Context: an optimization exercise on an open-source flow, tuned for small area. The choices shown serve that exercise and are no tape-out recipe. Only simulation tests tie the RTL to the original design; equivalence was not proved. No driver is modelled on the clock port, so clock power and skew are understated where the tree is cut down; a real chip needs a root buffer or a tree. Power figures rest on the tool's default switching activity, not on a simulated workload.

== lane 1 ==
==> flow/design.v (excerpt) <==
module cmd_ctrl_top #(
    parameter       p_clk_freq  = 50000000,
    parameter       p_baud_freq = 115200
) (
    input           i_clk,
    input           i_rst,
    output          o_tx,
    input           i_rx
);
Size in the first run: about 4 I/O pins.
clock: 20.0 ns
lec_check: 0
cap_margin: 20
core_margin: 2
core_utilization: 40
slew_margin: 20
run.sh (not shown) runs the stock make flow with config.mk's settings and CLKGATE_MAP_FILE= SYNTH_SCRIPT=/design/flow/synth_recipe.tcl, a recipe that flattens the netlist after the stock synthesis.
Input-level comparison between lane 2 and lane 1:
- ABC_AREA now 1, previously not set
Summary — count of plain and timing-repair buffers, lane 2 relative to lane 1: lower, by 4. Worst reg2reg path depth: lane 2 vs lane 1 up 8. Diff lane 2 and lane 1: initial core utilization higher in lane 1. Per the comparison of lane 2 with lane 1, worst hold slack went down by 11 ps; synthesized cell count went up by 75; routed wire length went down by 0.75%; met2 demand-to-capacity share in global routing went up by 1.1 points; sequential share of layout area was more or less identical. Per the comparison of lane 2 with lane 1, post-synthesis compound-gate area fraction down 7.9 points; number of fill cells in the layout saw a decrease.

== build 91 ==
cmd_ctrl_top, a different RTL version from the one above (not shown whole).
Size in the first run: roughly 51 flip-flops, about 4 I/O pins, about 2200 µm² of cells after synthesis.
Design cmd_ctrl_top, start of the top module:
module cmd_ctrl_top #(
    parameter       p_clk_freq  = 50000000,
    parameter       p_baud_freq = 115200
) (
    input           i_clk,
    input           i_rst,
    output          o_tx,
    input           i_rx
);
localparam [8:0] L_TICK  = 9'b111010101;
localparam [8:0] L_START = 9'b010000010;
reg  [8:0] rxp;
reg  [3:0] rxs;
reg  [7:0] rxd;
wire       rx_idle = (rxs[3:1] == 3'b001);      
wire       rx_tick = (rxp == L_TICK);
wire       rx_done = (rxs == 4'd2);
wire       freeze;
always @(posedge i_clk) begin
    if (~i_rst | (i_rx & rx_idle))
        rxp <= L_START;
    else
        rxp <= {rxp[7:0], ~(rxp[8] ^ rxp[4] ^ rx_tick)};
end
always @(posedge i_clk) begin
    if (~i_rst)
        rxs <= 4'd3;
    else if (rx_tick | rx_done) case (rxs)
        4'd3:  rxs <= 4'd8;
        4'd8:  rxs <= 4'd9;
        4'd9:  rxs <= 4'd10;
        4'd10: rxs <= 4'd11;
        4'd11: rxs <= 4'd12;
        4'd12: rxs <= 4'd13;
        4'd13: rxs <= 4'd14;
        4'd14: rxs <= 4'd15;
        4'd15: rxs <= 4'd0;
        4'd0:  rxs <= 4'd1;
        4'd1:  rxs <= 4'd2;
        default: rxs <= 4'd3;
    endcase
end
always @(posedge i_clk) begin
    if (rx_tick & rxs[3] & ~freeze)
        rxd <= {i_rx, rxd[7:1]};
end
wire [3:0] lo = rxd[3:0];
wire       is_dig = (rxd[7:4] == 4'h3) & ~(lo[3] & (lo[2] | lo[1]));
wire       is_let = (rxd[7:4] == 4'h4) & ~lo[3] & (lo[2:0] != 3'b000) & (lo[2:0] != 3'b111);
wire [3:0] rx_hex = is_dig ? (lo[3] ? {1'b1, lo[0], lo[0], lo[0]} : lo) :
                    is_let ? {1'b1, lo[2:0]} : 4'b1110;
reg  [8:0] txp;
wire       tx_tick = (txp == L_TICK);
always @(posedge i_clk or negedge i_rst) begin
    if (~i_rst)
        txp <= L_START;
    else
        txp <= {txp[7:0], ~(txp[8] ^ txp[4] ^ tx_tick)};
end
localparam [2:0] I_C = 3'd0, I_CR = 3'd1, I_G = 3'd2, I_L = 3'd3,
  ...
export LEC_CHECK = 0
export CAP_MARGIN = 20
export CORE_MARGIN = 2
export CORE_UTILIZATION = 40
export SLEW_MARGIN = 20
create_clock -name core_clock -period 20.0 [get_ports {i_clk}]
standard.sh (not shown) runs the stock make flow with config.mk's settings and CLKGATE_MAP_FILE= SYNTH_SCRIPT=/design/flow/synth_recipe.tcl, a recipe that flattens the netlist after the stock synthesis.
==> flow/flow/run.sh <==
#!/bin/bash
# Standard layout, except that synthesis maps the logic with an area-oriented
# ABC script (flow/area.abc) in place of ORFS's speed script, and leaves
# half/full adders to ABC (no extract_fa pass). Registers, their names and
# cell types are those of the standard synthesis. Clock tree synthesis adds
# no dummy loads, and the port buffers are buf_1.
set -euo pipefail
W=$(pwd)
sed -e "s#SYNTH_SCRIPT=[^ ]*#SYNTH_SCRIPT=$W/flow/synth_wrap.tcl#" \
    -e "s#CLKGATE_MAP_FILE= #CLKGATE_MAP_FILE= ADDER_MAP_FILE= #" standard.sh > run_standard.sh
grep -q "ADDER_MAP_FILE= " run_standard.sh
grep -q "synth_wrap.tcl" run_standard.sh
export CTS_ARGS="-sink_clustering_enable -repair_clock_nets -dont_use_dummy_load -sink_clustering_size 60 -sink_clustering_max_diameter 500 -buf_list sky130_fd_sc_hd__clkbuf_16 -root_buf sky130_fd_sc_hd__clkbuf_16"
export BUFFER_PORTS_ARGS="-inputs -outputs -buffer_cell sky130_fd_sc_hd__buf_1"
export FLOW_ABC_SCRIPT="$W/flow/area.abc"
export FLOW_SYNTH_TCL="$W/synth_recipe.tcl"
bash run_standard.sh > "$W/make_flow.log" 2>&1
==> flow/flow/area.abc <==
&get -n
&st
&deepsyn -T 20
&dch -f
&nf -R 1000
&put
==> flow/flow/synth_wrap.tcl <==
# synth_recipe.tcl with the final technology mapping's ABC script replaced.
proc abc {args} {
  set i [lsearch -exact $args -script]
  if { $i >= 0 } {
    set args [lreplace $args $i [expr { $i + 1 }]]
  }
  yosys abc -script $::env(FLOW_ABC_SCRIPT) {*}$args
}
source $::env(FLOW_SYNTH_TCL)
Build 91: all stages complete, timing, DRC and antenna checks passed
> inputs changed (build 91 -> build 62)
diff --git a/flow/flow/run.sh b/flow/flow/run.sh
--- a/flow/flow/run.sh
+++ b/flow/flow/run.sh
@@ -5,2 +5 @@
-# cell types are those of the standard synthesis. Clock tree synthesis adds
-# no dummy loads, and the port buffers are buf_1.
+# cell types are those of the standard synthesis.
@@ -13,2 +12 @@
-export CTS_ARGS="-sink_clustering_enable -repair_clock_nets -dont_use_dummy_load -sink_clustering_size 60 -sink_clustering_max_diameter 500 -buf_list sky130_fd_sc_hd__clkbuf_16 -root_buf sky130_fd_sc_hd__clkbuf_16"
-export BUFFER_PORTS_ARGS="-inputs -outputs -buffer_cell sky130_fd_sc_hd__buf_1"
+export CTS_ARGS="-sink_clustering_enable -repair_clock_nets -dont_use_dummy_load"
Results
Re initial core utilization: no difference whatsoever between build 62 and build 91.
Looking at fraction of area in multi-input gates, build 62 sits above build 91.
Against build 91, worst slew slack as a fraction of its limit in build 62 came out better.
### build 62 -> build 90
diff --git a/flow/flow/run.sh b/flow/flow/run.sh
--- a/flow/flow/run.sh
+++ b/flow/flow/run.sh
@@ -5 +5,2 @@
-# cell types are those of the standard synthesis.
+# cell types are those of the standard synthesis. Clock tree synthesis adds
+# no dummy loads, and the port buffers are buf_1.
@@ -12,0 +14 @@
+export BUFFER_PORTS_ARGS="-inputs -outputs -buffer_cell sky130_fd_sc_hd__buf_1"
[summary]
Build 90 | stages: all done | timing, DRC, antenna: all pass
Build 62 completed end to end with timing, DRC and antenna clean.
Total cell area at the placement stage ended up about 0.8% lower on build 90 than on build 62.
Clock share of power: build 90 > build 62
Build 90 has routed wire length above what build 62 had.
Setup slack in build 90 is larger than in build 62.
Build 90 gives more pre-CTS worst setup slack than build 62 did.
Comparing build 62 with build 90, the fraction of area in clock buffers and inverters came out essentially unchanged.
Highest attainable clock frequency, build 62 and build 90: larger value in build 90
Here is what was changed in the inputs of build 2 compared with build 90.
diff --git a/flow/flow/run.sh b/flow/flow/run.sh
--- a/flow/flow/run.sh
+++ b/flow/flow/run.sh
@@ -5,2 +5 @@
-# cell types are those of the standard synthesis. Clock tree synthesis adds
-# no dummy loads, and the port buffers are buf_1.
+# cell types are those of the standard synthesis.
@@ -13,2 +11,0 @@
-export CTS_ARGS="-sink_clustering_enable -repair_clock_nets -dont_use_dummy_load"
-export BUFFER_PORTS_ARGS="-inputs -outputs -buffer_cell sky130_fd_sc_hd__buf_1"
Notes after the runs:
Build 90 -> build 2: maximum number of pins on one net before global-route repair delta 0, exact match
Build 2 vs. build 90: internal power picked up an extra 2.3%; routed wire length went down.
Against build 90, build 2 reports a post-synthesis to final-layout area growth that is higher.
Re share of power burned in registers: build 90 was higher than build 2.

== the reference run ==
cmd_ctrl_top again, from the RTL that the note above started with.
export LEC_CHECK = 0
export CAP_MARGIN = 20
export CORE_MARGIN = 2
export CORE_UTILIZATION = 40
export SLEW_MARGIN = 20
create_clock -name core_clock -period 20.0 [get_ports {i_clk}]
==> flow/flow/run.sh <==
#!/bin/bash
# Standard layout, except that synthesis maps the logic with an area-oriented
# ABC script (flow/area.abc) in place of ORFS's speed script, and leaves
# half/full adders to ABC (no extract_fa pass). Registers, their names and
# cell types are those of the standard synthesis.
set -euo pipefail
W=$(pwd)
sed -e "s#SYNTH_SCRIPT=[^ ]*#SYNTH_SCRIPT=$W/flow/synth_wrap.tcl#" \
    -e "s#CLKGATE_MAP_FILE= #CLKGATE_MAP_FILE= ADDER_MAP_FILE= #" standard.sh > run_standard.sh
grep -q "ADDER_MAP_FILE= " run_standard.sh
grep -q "synth_wrap.tcl" run_standard.sh
export CTS_ARGS="-sink_clustering_enable -repair_clock_nets -dont_use_dummy_load -buf_list sky130_fd_sc_hd__clkbuf_8 -root_buf sky130_fd_sc_hd__clkbuf_8"
export FLOW_ABC_SCRIPT="$W/flow/area.abc"
export FLOW_SYNTH_TCL="$W/synth_recipe.tcl"
bash run_standard.sh > "$W/make_flow.log" 2>&1
Scripts as last shown in full above: flow/flow/area.abc, flow/flow/synth_wrap.tcl
The reference run finished every step from synthesis to the final layout, and the layout passed the timing, DRC and antenna checks.
Inputs modified between the reference run and the trial run:
diff --git a/flow/flow/run.sh b/flow/flow/run.sh
--- a/flow/flow/run.sh
+++ b/flow/flow/run.sh
@@ -5 +5,2 @@
-# cell types are those of the standard synthesis.
+# cell types are those of the standard synthesis. The port buffers are buf_1,
+# and the clock tree is three clkbuf_8 fed by the clock port (flow/cts_single.tcl).
@@ -12 +13,5 @@
-export CTS_ARGS="-sink_clustering_enable -repair_clock_nets -dont_use_dummy_load -buf_list sky130_fd_sc_hd__clkbuf_8 -root_buf sky130_fd_sc_hd__clkbuf_8"
+export PRE_CTS_TCL="$W/flow/cts_single.tcl"
+export FLOW_CLOCK_NET=i_clk
+export FLOW_CLOCK_GROUPS=3
+export FLOW_CLOCK_BUF=sky130_fd_sc_hd__clkbuf_8
+export BUFFER_PORTS_ARGS="-inputs -outputs -buffer_cell sky130_fd_sc_hd__buf_1"
==> flow/flow/cts_single.tcl (new file) <==
# Sourced before ORFS's CTS step (PRE_CTS_TCL). Replaces the clock tree
# synthesis command: the registers are split by x position into
# FLOW_CLOCK_GROUPS groups of equal size, and one FLOW_CLOCK_BUF placed at
# the centre of each group drives its clock pins from the clock port's net.
# Detailed placement legalizes the buffers afterwards.
proc clock_tree_synthesis { args } {
  set block [ord::get_db_block]
  set dbu [$block getDbUnitsPerMicron]
  set net [$block findNet $::env(FLOW_CLOCK_NET)]
  set sinks {}
  foreach iterm [$net getITerms] {
    set inst [$iterm getInst]
    set box [$inst getBBox]
    set x [expr { ([$box xMin] + [$box xMax]) / 2.0 / $dbu }]
    set y [expr { ([$box yMin] + [$box yMax]) / 2.0 / $dbu }]
    lappend sinks [list $x $y "[$inst getName]/[[$iterm getMTerm] getName]"]
  }
  set sinks [lsort -real -index 0 $sinks]
  set n [llength $sinks]
  set groups $::env(FLOW_CLOCK_GROUPS)
  for { set g 0 } { $g < $groups } { incr g } {
    set lo [expr { $g * $n / $groups }]
    set hi [expr { ($g + 1) * $n / $groups - 1 }]
    set sx 0
    set sy 0
    set pins {}
    foreach s [lrange $sinks $lo $hi] {
      set sx [expr { $sx + [lindex $s 0] }]
      set sy [expr { $sy + [lindex $s 1] }]
      lappend pins [get_pins [lindex $s 2]]
    }
    set m [expr { $hi - $lo + 1 }]
    set x [expr { $sx / $m }]
    set y [expr { $sy / $m }]
    puts "clock buffer $g for $m clock pins at ($x, $y)"
    insert_buffer -buffer_cell $::env(FLOW_CLOCK_BUF) -net $::env(FLOW_CLOCK_NET) \
      -load_pins $pins -location [list $x $y] \
      -buffer_name clkbuf_leaf_$g -net_name clk_leaf_$g
  }
}
--- outcome ---
From the trial run to the reference run, critical path depth did not move at all. Global routing met2 resource utilization on the trial run is up relative to the reference run. Net switching power figure of the trial run falls short of that of the reference run by more than 10%. Changes observed in the trial run relative to the reference run: fraction of power consumed by the clock network went down 5.9 points; overall routing resource usage went down 0.71 points.
In the trial run the design's own scripts or RTL, not TritonCTS, make the clock network.

## what the ideal ports hide
The results above use ideal ports. As a check the final layouts listed here were re-extracted and re-timed, cells and wires unchanged. Step 1, drivers: a clkbuf_16 drives i_clk and a buf_2 each remaining input, both assumed. Step 2 times the ports against the registers' clock, not the clock port: input delays grow and output delays shrink by t, the midpoint of the rising clock arrivals with the driver on. a / b / c = no drivers / after step 1 / after step 2; a / b = the first two.
| run | shift t [ns] | setup WS [ns] | cell pins on the clock port's net |
|---|---|---|---|
| lane 1 | 0.351 | 10.054 / 10.034 / 10.034 | 1 |
| lane 2 | 0.338 | 10.723 / 10.700 / 10.700 | 1 |
| build 91 | 0.312 | 11.540 / 11.518 / 11.518 | 1 |
| build 62 | 0.317 | 10.766 / 10.743 / 10.743 | 1 |
| build 90 | 0.317 | 11.540 / 11.519 / 11.519 | 1 |
| build 2 | 0.325 | 10.766 / 10.744 / 10.744 | 1 |
| the reference run | 0.317 | 10.766 / 10.743 / 10.743 | 1 |
| the trial run | 0.204 | 11.540 / 11.519 / 11.519 | 3 |
After both steps every run listed still meets setup and hold.
